Source: an optimization exercise on an open RTL-to-GDS flow (aim: small area). Production flows keep margins and buffers that such runs may drop. Where RTL was checked, it was by simulation tests only, not by an equivalence proof against the original. The RTL of run 1 was laid out without a check of its function. Power is estimated from default activity; no workload was simulated.

==> flow/design.v <==
module VM(one_yuan, ten_yuan, clk, rst, cancel, buy_g1, buy_g2, on, occupy, get_good, ret_coin, good1, good2, AN, seg_out, status, reset);
input one_yuan;
input ten_yuan;
input clk;
input rst;
input cancel;
input buy_g1;
input buy_g2;
input reset;
output on;
output occupy;
output get_good;
output ret_coin;
output reg good1;
output reg good2;
output reg [7:0] AN;
output reg [7:0] seg_out;
output [3:0] status;
localparam S_off=4'd0, S0=4'd1, S1=4'd2, S2=4'd3, S3=4'd4, S4=4'd5, S5=4'd6, S6=4'd7, S_wait=4'd8;
reg [3:0] st;
reg v;
reg [2:0] s1, s2;         
reg jam;                  
reg pend, ptype;          
reg op_start;
reg [8:0] cnt;            
reg [7:0] amt;            
reg ce;                   
assign status = st;
wire in_off = (st == S_off);
wire in_s0 = (st == S0);
wire in_s1 = (st == S1);
wire in_s2 = (st == S2);
wire in_s3 = (st == S3);
wire in_s4 = (st == S4);
wire in_s5 = (st == S5);
wire in_s6 = (st == S6);
wire in_w = (st == S_wait);
assign on = ~(in_off | in_s0) | v;
assign occupy = ~(in_off | in_s0 | in_s1) | (in_s1 & v);
assign get_good = (in_s5 & v) | (in_w & ~v);
assign ret_coin = in_w & v;
wire s1z = (s1 == 0);
wire s2z = (s2 == 0);
wire ok1 = (amt >= 5) & ~s1z;
wire ok2 = (amt >= 10) & ~s2z;
wire done = cnt[8] & cnt[7] & cnt[5] & cnt[4] & cnt[3] & cnt[1] & cnt[0];
wire [8:0] cnt_step = {cnt[7:0], ~(cnt[8] ^ cnt[3])};
wire buy1 = ~jam & buy_g1 & (in_s2 | in_s4);
wire buy2 = ~jam & buy_g2 & (in_s3 | in_s4);
reg [3:0] nst;
reg nv;
always @* begin
  nst = st;
  nv = 1'b1;
  case (st)
    S_off: begin nst = rst ? S0 : S_off; nv = 1'b0; end
    S0: begin
      if (op_start) begin nst = S1; nv = 1'b0; end
      else if (!rst) nst = S_off;
    end
    S1: begin
      if (!rst || cancel) nst = S6;
      else if (ok1 && ok2) nst = S4;
      else if (ok1) nst = S2;
      else if (ok2) nst = S3;
    end
    S2: begin
      if (cancel) nst = S6;
      else if (buy1) begin nst = S5; nv = 1'b0; end
      else if (!rst) nst = S6;
      else if (ok2) nst = S4;
    end
    S3: begin
      if (cancel) nst = S6;
      else if (buy2) begin nst = S5; nv = 1'b0; end
      else if (!rst) nst = S6;
    end
    S4: begin
      if (cancel) nst = S6;
      else if (buy1 || buy2) begin nst = S5; nv = 1'b0; end
      else if (!rst) nst = S6;
    end
    S5: if (!buy_g1 || !buy_g2) begin nst = S_wait; nv = 1'b0; end
    S6: nst = S_wait;
    S_wait: if (done) nst = v ? S0 : S1;
             else nv = v;
    default: ;
  endcase
end
always @(posedge clk) begin
  if (reset) begin
    st <= S_off;
    v <= 1'b0;
    s1 <= 3'd5;
    s2 <= 3'd5;
    jam <= 1'b0;
    pend <= 1'b0;
    ptype <= 1'b0;
    op_start <= 1'b0;
    cnt <= 9'd238;
    good1 <= 1'b0;
    good2 <= 1'b0;
  end else begin
    st <= nst;
    v <= nv;
    s1 <= s1 - buy1;
    s2 <= s2 - buy2;
    if ((buy1 || buy2) && cancel) jam <= 1'b1;
    pend <= buy1 | buy2;
    ptype <= buy1;
    op_start <= in_s0 & (op_start | (amt != 0));
    cnt <= (in_w && !done) ? cnt_step : 9'd238;
    if (in_s2 || in_s4) good1 <= 1'b1;
    else if (in_w && !v && !done) good1 <= ok1;
    else if (!in_s5 && !in_w) good1 <= 1'b0;
    else if (in_w && v) good1 <= 1'b0;
    if (in_s3 || in_s4) good2 <= 1'b1;
    else if (in_w && !v && !done) good2 <= ok2;
    else if (!in_s5 && !in_w) good2 <= 1'b0;
    else if (in_w && v) good2 <= 1'b0;
  end
end
wire add_en = pend | (!ce && one_yuan && amt <= 8'd28) | (!ce && !one_yuan && ten_yuan && amt <= 8'd10);
wire [7:0] add_k = pend ? (ptype ? 8'd251 : 8'd246) : (one_yuan ? 8'd2 : 8'd20);
always @(posedge clk) begin
  if (reset) begin
    amt <= 8'd0;
    ce <= 1'b0;
  end else begin
    ce <= one_yuan | ten_yuan;
    if (!rst || cancel) amt <= 8'd0;
    else if (add_en) amt <= amt + add_k;
  end
end
reg [6:0] div;            
wire div_jump = (div[5:0] == 6'b011100);
reg [2:0] scan;
reg [4:0] data_q;
reg [7:0] seg_q;
reg [4:0] data;
always @(posedge clk) begin
  if (reset) begin
    div <= 7'd115;
    scan <= 3'd0;
    data_q <= 5'b11111;
    seg_q <= 8'hff;
  end else begin
    div <= {div[5:0], ~(div[6] ^ div[0]) ^ div_jump};
    if (div_jump) scan <= scan + 3'd1;
    data_q <= data;
    seg_q <= seg_out;
  end
end
wire hi = (amt >= 8'd20);
always @* begin
  if (!rst) AN = 8'h00;
  else if (occupy)
    case (scan)
      3'd1: AN = 8'b11111110;
      3'd2: AN = 8'b11111101;
      3'd3: AN = 8'b11111011;
      default: AN = 8'hff;
    endcase
  else
    case (scan)
      3'd1: AN = 8'b11110111;
      3'd2: AN = 8'b11101111;
      3'd3: AN = 8'b11011111;
      3'd4: AN = 8'b10111111;
      3'd5: AN = 8'b01111111;
      default: AN = 8'hff;
    endcase
end
always @* begin
  data = data_q;
  if (!rst) data = 5'd31;
  else if (!occupy) begin
    if (scan >= 3'd1 && scan <= 3'd5) data = {2'b00, scan - 3'd1};
  end else
    case (scan)
      3'd1: data = amt[0] ? 5'b10101 : 5'b10000;
      3'd2: data = hi ? amt[5:1] - 5'd10 : amt[5:1];
      3'd3: data = hi ? 5'b10001 : 5'b11111;
      default: ;
    endcase
end
always @* begin
  seg_out = seg_q;
  if (occupy)
    case (data)
      5'b00000: seg_out = 8'b01000000;
      5'b00001: seg_out = 8'b01111001;
      5'b00010: seg_out = 8'b00100100;
      5'b00011: seg_out = 8'b00110000;
      5'b00100: seg_out = 8'b00011001;
      5'b00101: seg_out = 8'b00010010;
      5'b00110: seg_out = 8'b00000010;
      5'b00111: seg_out = 8'b01111000;
      5'b01000: seg_out = 8'b00000000;
      5'b01001: seg_out = 8'b00010000;
      5'b10000: seg_out = 8'b11000000;
      5'b10001: seg_out = 8'b11111001;
      5'b10010: seg_out = 8'b10100100;
      5'b10011: seg_out = 8'b10110000;
      5'b10100: seg_out = 8'b10011001;
      5'b10101: seg_out = 8'b10010010;
      5'b10110: seg_out = 8'b10000010;
      5'b10111: seg_out = 8'b11111000;
      5'b11000: seg_out = 8'b10000000;
      5'b11001: seg_out = 8'b10010000;
      5'b11111: seg_out = 8'b11111111;
      default: ;
    endcase
  else
    case (data)
      5'b00000: seg_out = 8'b11000000;
      5'b00001: seg_out = 8'b11000111;
      5'b00010: seg_out = 8'b11000111;
      5'b00011: seg_out = 8'b10000110;
      5'b00100: seg_out = 8'b10001001;
      default: seg_out = 8'b11111111;
    endcase
end
endmodule
==> flow/flow/run.sh <==
#!/bin/bash
# Standard ORFS layout (the standard.sh, synthesis unchanged) with two changes:
# the port buffers use the smallest buffer, and the clock tree is built from
# one cluster without dummy loads.
set -euo pipefail
bash standard.sh \
  "BUFFER_PORTS_ARGS=-buffer_cell sky130_fd_sc_hd__buf_1" \
  "CTS_ARGS=-sink_clustering_enable -repair_clock_nets -sink_clustering_size 100 -sink_clustering_max_diameter 500 -buf_list {sky130_fd_sc_hd__clkbuf_4 sky130_fd_sc_hd__clkbuf_8 sky130_fd_sc_hd__clkbuf_16} -dont_use_dummy_load" \
  finish > flow_make.log 2>&1
==> flow/standard.sh <==
#!/bin/bash
# synth_recipe.tcl (not shown) runs the flow's synth.tcl, then flattens the netlist and writes it again
# the make line also repeats each setting of config.mk as NAME=value (left out here)
make -C /OpenROAD-flow-scripts/flow DESIGN_CONFIG=/design/flow/config.mk WORK_HOME=/design/flow/orfs CLKGATE_MAP_FILE= SYNTH_SCRIPT=/design/flow/synth_recipe.tcl "${@:-finish}"
==> flow/config.mk <==
export PLATFORM = sky130hd
export DESIGN_NAME = VM
export DESIGN_NICKNAME = VM
export VERILOG_FILES = /design/flow/design.v
export SDC_FILE = /design/flow/constraint.sdc
export NUM_CORES = 4
export LEC_CHECK = 0
export ABC_AREA = 1
export CAP_MARGIN = 20
export CORE_MARGIN = 2
export CORE_UTILIZATION = 60
export SLEW_MARGIN = 20
==> flow/constraint.sdc <==
create_clock -name core_clock -period 10.0 [get_ports {clk}]
set_input_delay 2.0000 -clock core_clock [delete_from_list [all_inputs] [get_ports {clk}]]
set_output_delay 2.0000 -clock core_clock [all_outputs]
set_load 0.01 [all_outputs]
==> results of run 1 <==
==> worst max path at each step <==
stage | start | end | slack [ns] | cells after the start
2_1_floorplan | rst | seg_out[3] | 4.96 | 10
3_3_place_gp | rst | seg_out[2] | 4.35 | 14
3_5_place_dp | rst | seg_out[5] | 4.29 | 14
4_1_cts | rst | seg_out[5] | 4.29 | 14
5_1_grt | rst | seg_out[4] | 4.07 | 14
6_report | rst | seg_out[5] | 4.29 | 14
==> stage by stage <==
stage / hold slack (ns) / cells / power [µW] / setup slack [ns] / util (%)
6_report: 0.413 / 651 / 891 / 4.29 / 66.4
5_1_grt: 0.422 / 651 / 961 / 4.07 / 66.4
4_1_cts: 0.416 / 651 / 895 / 4.29 / 66.4
3_5_place_dp: 0.407 / 642 / 732 / 4.29 / 64.4
3_3_place_gp: 0.393 / 642 / 726 / 4.35 / 64.4
2_1_floorplan: 0.392 / 544 / 648 / 4.96 / -
==> per-layer routing <==
layer	wire, µm	vias to the layer above	GRT usage [%]
met5	0	-	0
met2	4350	77	42.7
met1	4160	1620	33.8
met4	105	0	7.07
met3	390	10	7.18
li1	-	1842	-
==> worst max-delay path, cell delays in order <==
cell and delay [ns]:
buf_1 0.20, inv_1 0.25, nor2_1 0.19, nand2_2 0.11, nand2_1 0.09, inv_2 0.04
nand3_4 0.10, nand2_4 0.08, nor2_8 0.18, nand2_8 0.10, nand2_2 0.09, nand3_2 0.07
nand2_1 0.07, buf_1 0.15
==> area by class of cell <==
class                      count  area (µm²)
tap                           77        96.3
timing repair buffer          33         124
fill                         599        2120
inverter                      80         304
clock buffer                   9         124
multi-input combinational    394        2380
sequential                    58        1160
==> power breakdown <==
part	internal, µW	switching [µW]
Clock	79.9	79.7
Sequential	255	22.0
Combinational	151	304
==> registers in the layout, indices dropped and copies added (netlist names), 3 cells and up <==
register,cells
seg_q,8
amt,8
s1,3
st,4
scan,3
data_q,5
s2,3
cnt,9
div,7
==> cell usage in the layout, fill, tap and decap left out, types with 2 or more instances in the layout <==
cell,netlist,final
nand2_1,98,98
inv_1,65,65
dfxtp_1,58,58
nor2_1,47,47
nand3_1,38,38
buf_1,0,33
a21oi_1,31,31
o21ai_0,26,26
ha_1,22,22
nand2_2,17,17
inv_2,13,13
nand3_2,13,13
nor3_1,12,12
or2_2,9,9
clkbuf_8,0,9
nand3b_1,7,7
a31oi_1,7,7
nor2_4,6,6
nor2_2,6,6
xnor2_1,6,6
nand4_1,6,6
nand2_4,5,5
xor2_1,4,4
a21oi_4,3,3
o21ai_2,3,3
o21ai_1,3,3
o211ai_1,3,3
nand3_4,2,2
a211oi_1,2,2
nor2_8,2,2
a2111oi_0,2,2
o22ai_1,2,2
and2_1,2,2
==> kinds of logic after synthesis <==
kind of cell | after synthesis
buffers and inverters | 92
adders and majority gates | 23
and+or+nand+nor | 272
xor gates and xnor gates | 10
DFF | 58
AOI/OAI and AO/OA | 89
==> flow_metrics.tcl, run 1 <==
set metrics [dict create \
    clk_latency_ns 0.34 \
    synth_area_per_cell_um2 7.20 \
    crit_type "input pin to primary output" \
    post_cts_resize_count 0 \
    placed_area_um2 4070 \
    routed_wl_um 9000 \
    drtPass1Iterations 4 \
    ys_async_sr_fraction_pct 0 \
    skew_ns 0.0199 \
    hp-class "flop to flop" \
    coreArea_um2 6310 \
    p_leak_uw 0.00191 \
    critPathMaxFanout 13 \
    status "no timing/DRC/antenna violations" \
    synthCells 544 \
    wl_per_cell_um 13.8 \
    cp.arrival_ns 3.71 \
    die_x_um 84.8 \
    num_rows 29 \
    drive_gt1_share_pct 16.0 \
    drt-initial-drc-count 178 \
    hp-start "cnt[6]$_SDFF_PP1_" \
    synth-warning-count 1 \
    clk_pin_slew_ns 0.05 \
    post-cts-setup-buffer-count 0 \
    cts_tree "done" \
    design_area_um2 4190 \
    synthMuxAreaShare_pct 0 \
    ant_nets 0 \
    synth_top_area_cell "dfxtp_1" \
    tns_ns 0 \
    worst_r2r_endpoint "seg_q[2]$_SDFF_PP1_" \
    fmax_mhz 175 \
    synth-xor-area-share_pct 2.24 \
    finalCritPeriodShare_pct 57.1 \
    dieHeight_um 84.8 \
    via_count 3549 \
    grt_pass1_vias 3356 \
    viasPerCell 5.45 \
    ys.flop_type "dfxtp_1" \
    nets 607 \
    grt_overflow_total 0 \
    seq_area_frac_synth_pct 29.7 \
    ios 34 \
    cts_made_buffers 9 \
    yosys.area_share.simple_pct 37.1 \
    syn_nets 575 \
    place_congestion 0.914 \
    dieArea_um2 7190 \
    hold_viol 0 \
    post-dp-hpwl_um 6750 \
    syn_to_final_growth_pct 7.09 \
    fin_crit_ns 5.71 \
    synth_edf_count 0 \
    ir_worst_vdd_uv 173 \
    finalMaxSlewViolations 0 \
    cp.required_ns 8.00 \
    cts-hold-fix-buffers 0 \
    clock-root-buffer "clkbuf_8" \
    grt_pass1_wl_um 15200 \
    relSlewSlack_pct 40.1 \
    grt_use_total_pct 26.0 \
    setup_violations 0 \
    tightest_slew_ns 0.898 \
    clockBufferDepth 2 \
    drv_cap 0 \
    whs_endpoint "cnt[7]$_SDFF_PP1_" \
    synth_top_area_share_pct 29.7 \
    synth_seq_cells 58 \
    insertedDiodeCount 0 \
    initial_core_util_pct 62.0 \
    r2r-start "scan[1]$_SDFFE_PP0P_" \
    p_per_area_nw_per_um2 212 \
    clkSinkCount 58 \
    synth_commonest_cells "nand2_1 (98), inv_1 (65), dfxtp_1 (58), nor2_1 (47), nand3_1 (38)" \
    synth_fa_ha_area_share_pct 7.54 \
    yosys.cell_count.top_type "nand2_1" \
    synth_top_family_by_area "simple AND/OR/NAND/NOR gates" \
    post-route-drc-count 0 \
    synthDistinctLibCells 47 \
    io_buffers 33 \
    synth_area_leaders "dfxtp_1 (30%), nand2_1 (9.4%), ha_1 (7.0%)" \
    rsz0062_at_grt "false" \
    crit_path_start_kind "input pin" \
    r2r_slack_ns 7.18 \
    rr_worst_depth 20 \
    worstHoldPathCells 1 \
    synth_area_um2 3920 \
    htreeDepth 3 \
    antenna_found_initial 0 \
    cp-end-kind "primary output" \
    grt_max_degree 26 \
    synth-compound-area-share_pct 14.0 \
]
==> run 2: changes to the inputs <==
--- a/flow/design.v
+++ b/flow/design.v
@@ -45,6 +45,5 @@
 wire ok1 = (amt >= 5) & ~s1z;
 wire ok2 = (amt >= 10) & ~s2z;
-wire done = cnt[8] & cnt[7] & cnt[5] & cnt[4] & cnt[3] & cnt[1] & cnt[0];
-wire [8:0] cnt_step = {cnt[7:0], ~(cnt[8] ^ cnt[3])};
+wire done = (cnt == 9'd500);
 wire buy1 = ~jam & buy_g1 & (in_s2 | in_s4);
 wire buy2 = ~jam & buy_g2 & (in_s3 | in_s4);
@@ -99,5 +98,5 @@
     ptype <= 1'b0;
     op_start <= 1'b0;
-    cnt <= 9'd238;
+    cnt <= 9'd0;
     good1 <= 1'b0;
     good2 <= 1'b0;
@@ -111,5 +110,5 @@
     ptype <= buy1;
     op_start <= in_s0 & (op_start | (amt != 0));
-    cnt <= (in_w && !done) ? cnt_step : 9'd238;
+    cnt <= (in_w && !done) ? cnt + 9'd1 : 9'd0;
     if (in_s2 || in_s4) good1 <= 1'b1;
     else if (in_w && !v && !done) good1 <= ok1;
@@ -122,6 +121,4 @@
   end
 end
-wire add_en = pend | (!ce && one_yuan && amt <= 8'd28) | (!ce && !one_yuan && ten_yuan && amt <= 8'd10);
-wire [7:0] add_k = pend ? (ptype ? 8'd251 : 8'd246) : (one_yuan ? 8'd2 : 8'd20);
 always @(posedge clk) begin
   if (reset) begin
@@ -131,9 +128,10 @@
     ce <= one_yuan | ten_yuan;
     if (!rst || cancel) amt <= 8'd0;
-    else if (add_en) amt <= amt + add_k;
+    else if (pend) amt <= amt - (ptype ? 8'd5 : 8'd10);
+    else if (!ce && one_yuan) begin if (amt <= 8'd28) amt <= amt + 8'd2; end
+    else if (!ce && ten_yuan) begin if (amt <= 8'd10) amt <= amt + 8'd20; end
   end
 end
 reg [6:0] div;            
-wire div_jump = (div[5:0] == 6'b011100);
 reg [2:0] scan;
 reg [4:0] data_q;
@@ -142,11 +140,11 @@
 always @(posedge clk) begin
   if (reset) begin
-    div <= 7'd115;
+    div <= 7'd0;
     scan <= 3'd0;
     data_q <= 5'b11111;
     seg_q <= 8'hff;
   end else begin
-    div <= {div[5:0], ~(div[6] ^ div[0]) ^ div_jump};
-    if (div_jump) scan <= scan + 3'd1;
+    div <= (div == 7'd99) ? 7'd0 : div + 7'd1;
+    if (div == 7'd49) scan <= scan + 3'd1;
     data_q <= data;
     seg_q <= seg_out;
==> flow/run.sh (new file) <==
#!/bin/bash
# synth_recipe.tcl (not shown) runs the flow's synth.tcl, then flattens the netlist and writes it again
# the make line also repeats each setting of config.mk as NAME=value (left out here)
make -C /OpenROAD-flow-scripts/flow DESIGN_CONFIG=/design/flow/config.mk WORK_HOME=/design/flow/orfs CLKGATE_MAP_FILE= SYNTH_SCRIPT=/design/flow/synth_recipe.tcl finish
removed: flow/flow/run.sh
removed: flow/standard.sh
==> flow_metrics.tcl, run 2 <==
set metrics [dict create \
    drtPass1Iterations 5 \
    synth_commonest_cells "nand2_1 (112), inv_1 (92), nor2_1 (82), dfxtp_1 (58), nand3_1 (44)" \
    synth_area_um2 3890 \
    viasPerCell 5.72 \
    grt_overflow_total 0 \
    antenna_found_initial 0 \
    ys.flop_type "dfxtp_1" \
    fin_hold_ws_ns 0.460 \
    place_congestion 0.927 \
    dieHeight_um 84.6 \
    final_cell_mix "nand2_1 (112), inv_1 (92), nor2_1 (82)" \
    clockBufferDepth 2 \
    nets 655 \
    status "no timing/DRC/antenna violations" \
    finalCritPeriodShare_pct 71.9 \
    finalMaxSlewViolations 0 \
    cp_num_buf_inv 4 \
    top_register "cnt" \
    yosys.cell_count.top_type "nand2_1" \
    seq_area_frac_synth_pct 29.8 \
    ir_worst_vdd_uv 203 \
    die_x_um 84.6 \
    post-cts-setup-buffer-count 0 \
    top_regs "cnt: 9 flops, amt: 8 flops, seg_q: 8 flops" \
    cp-end-kind "primary output" \
    cts_made_buffers 9 \
    critPathSlowestCell "clkdlybuf4s50_1" \
    drv_cap 0 \
    io_buffers 33 \
    clk_pin_slew_ns 0.07 \
    clk_latency_ns 0.35 \
    skew_ns 0.0125 \
    hp-class "flop to flop" \
    synth_top_area_cell "dfxtp_1" \
    cts-hold-fix-buffers 0 \
    routed_wl_um 9370 \
    post-route-drc-count 0 \
    drt-initial-drc-count 262 \
    grt_use_met1_pct 34.8 \
    top_usage_layer "met2" \
    cp.required_ns 8.00 \
    rsz0062_at_grt "false" \
    fmax_mhz 139 \
    fin_crit_ns 7.19 \
    tightest_slew_ns 0.821 \
    met2_usage_pct 44.9 \
    post-dp-hpwl_um 6840 \
    setup_violations 0 \
    synthCells 588 \
    coreArea_um2 6310 \
    via_count 4022 \
    final_common_cell "nand2_1" \
    num_rows 29 \
    p_leak_uw 0.00209 \
    grt_pass1_wl_um 16100 \
    synth_top_area_share_pct 29.8 \
    grt_max_degree 27 \
    dp_cells 687 \
    ys_async_sr_fraction_pct 0 \
    largest_register_ff_count 9 \
    wl_per_cell_um 13.3 \
    initial_core_util_pct 61.7 \
    cts_tree "done" \
    grt_use_total_pct 27.2 \
    tns_ns 0 \
    insertedDiodeCount 0 \
    synth_edf_count 0 \
    num-fill-cells 546 \
    drive_gt1_share_pct 6.71 \
    cp.arrival_ns 5.19 \
    htreeDepth 3 \
    cpMostUsedCell "nand2_1" \
    relSlewSlack_pct 45.2 \
    use_met3_pct 6.00 \
    synth_seq_cells 58 \
    slowest_delay_ns 0.59 \
    hold_viol 0 \
    final_util_pct 72.0 \
    clock-root-buffer "clkbuf_8" \
    cpLargestDelayFamily "simple AND/OR/NAND/NOR gates" \
    synth_area_leaders "dfxtp_1 (30%), nand2_1 (11%), inv_1 (8.9%)" \
    synthDistinctLibCells 49 \
    crit_type "input pin to primary output" \
    p_per_area_nw_per_um2 249 \
    synth-warning-count 1 \
    synth_area_per_cell_um2 6.62 \
    worst_slack_ns 2.81 \
    grt_pass1_vias 3655 \
    dieArea_um2 7150 \
    ant_nets 0 \
    stdcell_count 703 \
    crit_path_start_kind "input pin" \
    syn_nets 622 \
    crit_chain "clkdlybuf4s50_1 > inv_1 > a21oi_1 > nand2_1 > nand2_1 > inv_1 > nand3_1 > nand2_1 > nor2_1 > nand3_2 > nand2_1 > nand3_1 > nand2_1 > clkdlybuf4s50_1" \
    dp_slack_ns 2.87 \
    clkSinkCount 58 \
    critPathMaxFanout 13 \
    ios 34 \
    post_cts_resize_count 0 \
    syn_to_final_growth_pct 16.8 \
]
-- run 2: logic make-up (layout without fill, tap and decap cells) --
kind of cell    count (synthesis)  count (layout)  share of synthesized area (%)
simple gates                  282             282                           32.1
buf+inv                       109             147                           11.0
compound gates                106             106                           17.0
flops                          58              58                           29.8
fa+ha+maj                      26              26                           8.54
xor+xnor                        7               7                           1.57
-- run 2: layout make-up --
cell class	instances	area [µm²]	area share, %
Tap cell	77	96.3	2.12
Timing Repair Buffer	33	330	7.26
Sequential cell	58	1160	25.5
Inverter	98	368	8.09
Clock inverter	4	120	2.64
Multi-Input combinational cell	421	2310	50.7
Clock buffer	12	165	3.63
-- run 2: worst register-to-register path, stage by stage, from the launching register on --
cell and delay, ns:
dfxtp_1 0.34, inv_1 0.17, ha_1 0.23, inv_1 0.10, nor2_1 0.32, nor2_2 0.11, inv_2 0.11, nand2_1 0.08
nor2_1 0.08, nand2_1 0.05, nand2_1 0.11, nand2_2 0.10, nand2_1 0.12, nor2_2 0.06, o21ai_1 0.64, nand3_2 0.25
nand2_1 0.13, nand3_1 0.10, nand3_1 0.09
-- run 2: metrics by stage --
step,area [µm²],power (µW)
floorplan,3890,668
global placement,4260,812
detailed placement,4260,814
CTS,4550,1130
global route,4550,1210
finish,4550,1130
-- run 2: worst paths after layout --
path | startpoint | endpoint | slack, ns | cells after the start
setup / recovery | rst | seg_out[4] | 2.81 | 14
hold / removal | cnt[0]$_SDFF_PP0_ | cnt[0]$_SDFF_PP0_ | 0.46 | 1
setup reg to reg | scan[1]$_SDFFE_PP0N_ | seg_q[4]$_SDFF_PP1_ | 6.74 | 18
hold reg to reg | cnt[0]$_SDFF_PP0_ | cnt[0]$_SDFF_PP0_ | 0.46 | 1
-- run 2: metal layers --
layer  vias to the layer above  wire, µm
met3                        25       619
met5                         -         0
met2                       152      4350
met1                      1843      4220
li1                       2002         -
met4                         0       180
-- run 2: power by group --
| part | total [µW] | leakage (µW) | switching, µW | internal (µW) |
|---|---|---|---|---|
| registers | 285 | 0.000472 | 22.5 | 262 |
| logic | 539 | 0.00147 | 334 | 205 |
| clock network | 310 | 0.000143 | 98.8 | 211 |
| total | 1130 | 0.00209 | 455 | 679 |

==> static timing again, ports no longer ideal <==
The flow's constraints put no driver on any port. The routed layouts listed below were extracted and timed again, unchanged, in two steps. Step 1 (the two cells are an assumption about what drives the block):
set clk [get_ports {clk}]
set_driving_cell -lib_cell sky130_fd_sc_hd__clkbuf_16 $clk
set_driving_cell -lib_cell sky130_fd_sc_hd__buf_2 [delete_from_list [all_inputs] $clk]
Step 2 times the ports against the registers' clock, not the clock port: input delays grow and output delays shrink by t, the midpoint of the rising clock arrivals with the driver on. a / b / c = ideal ports / drivers / drivers and shift; a / b = the first two.
| run | shift t [ns] | setup slack, ns | clock arrival spread, ns | worst register clock-pin slew, ns | worst slew at a driven data input, ns |
|---|---|---|---|---|---|
| run 1 | 0.354 | 4.285 / 4.244 / 4.244 | 0.022 / 0.022 | 0.07 / 0.07 | 0.04 |
| run 2 | 0.370 | 2.811 / 2.785 / 2.785 | 0.012 / 0.013 | 0.07 / 0.07 | 0.03 |
After both steps every run listed still meets setup and hold. The setup slack of run 1, which loses most, moves by -0.041 ns with the drivers and by -0.041 ns with both steps.
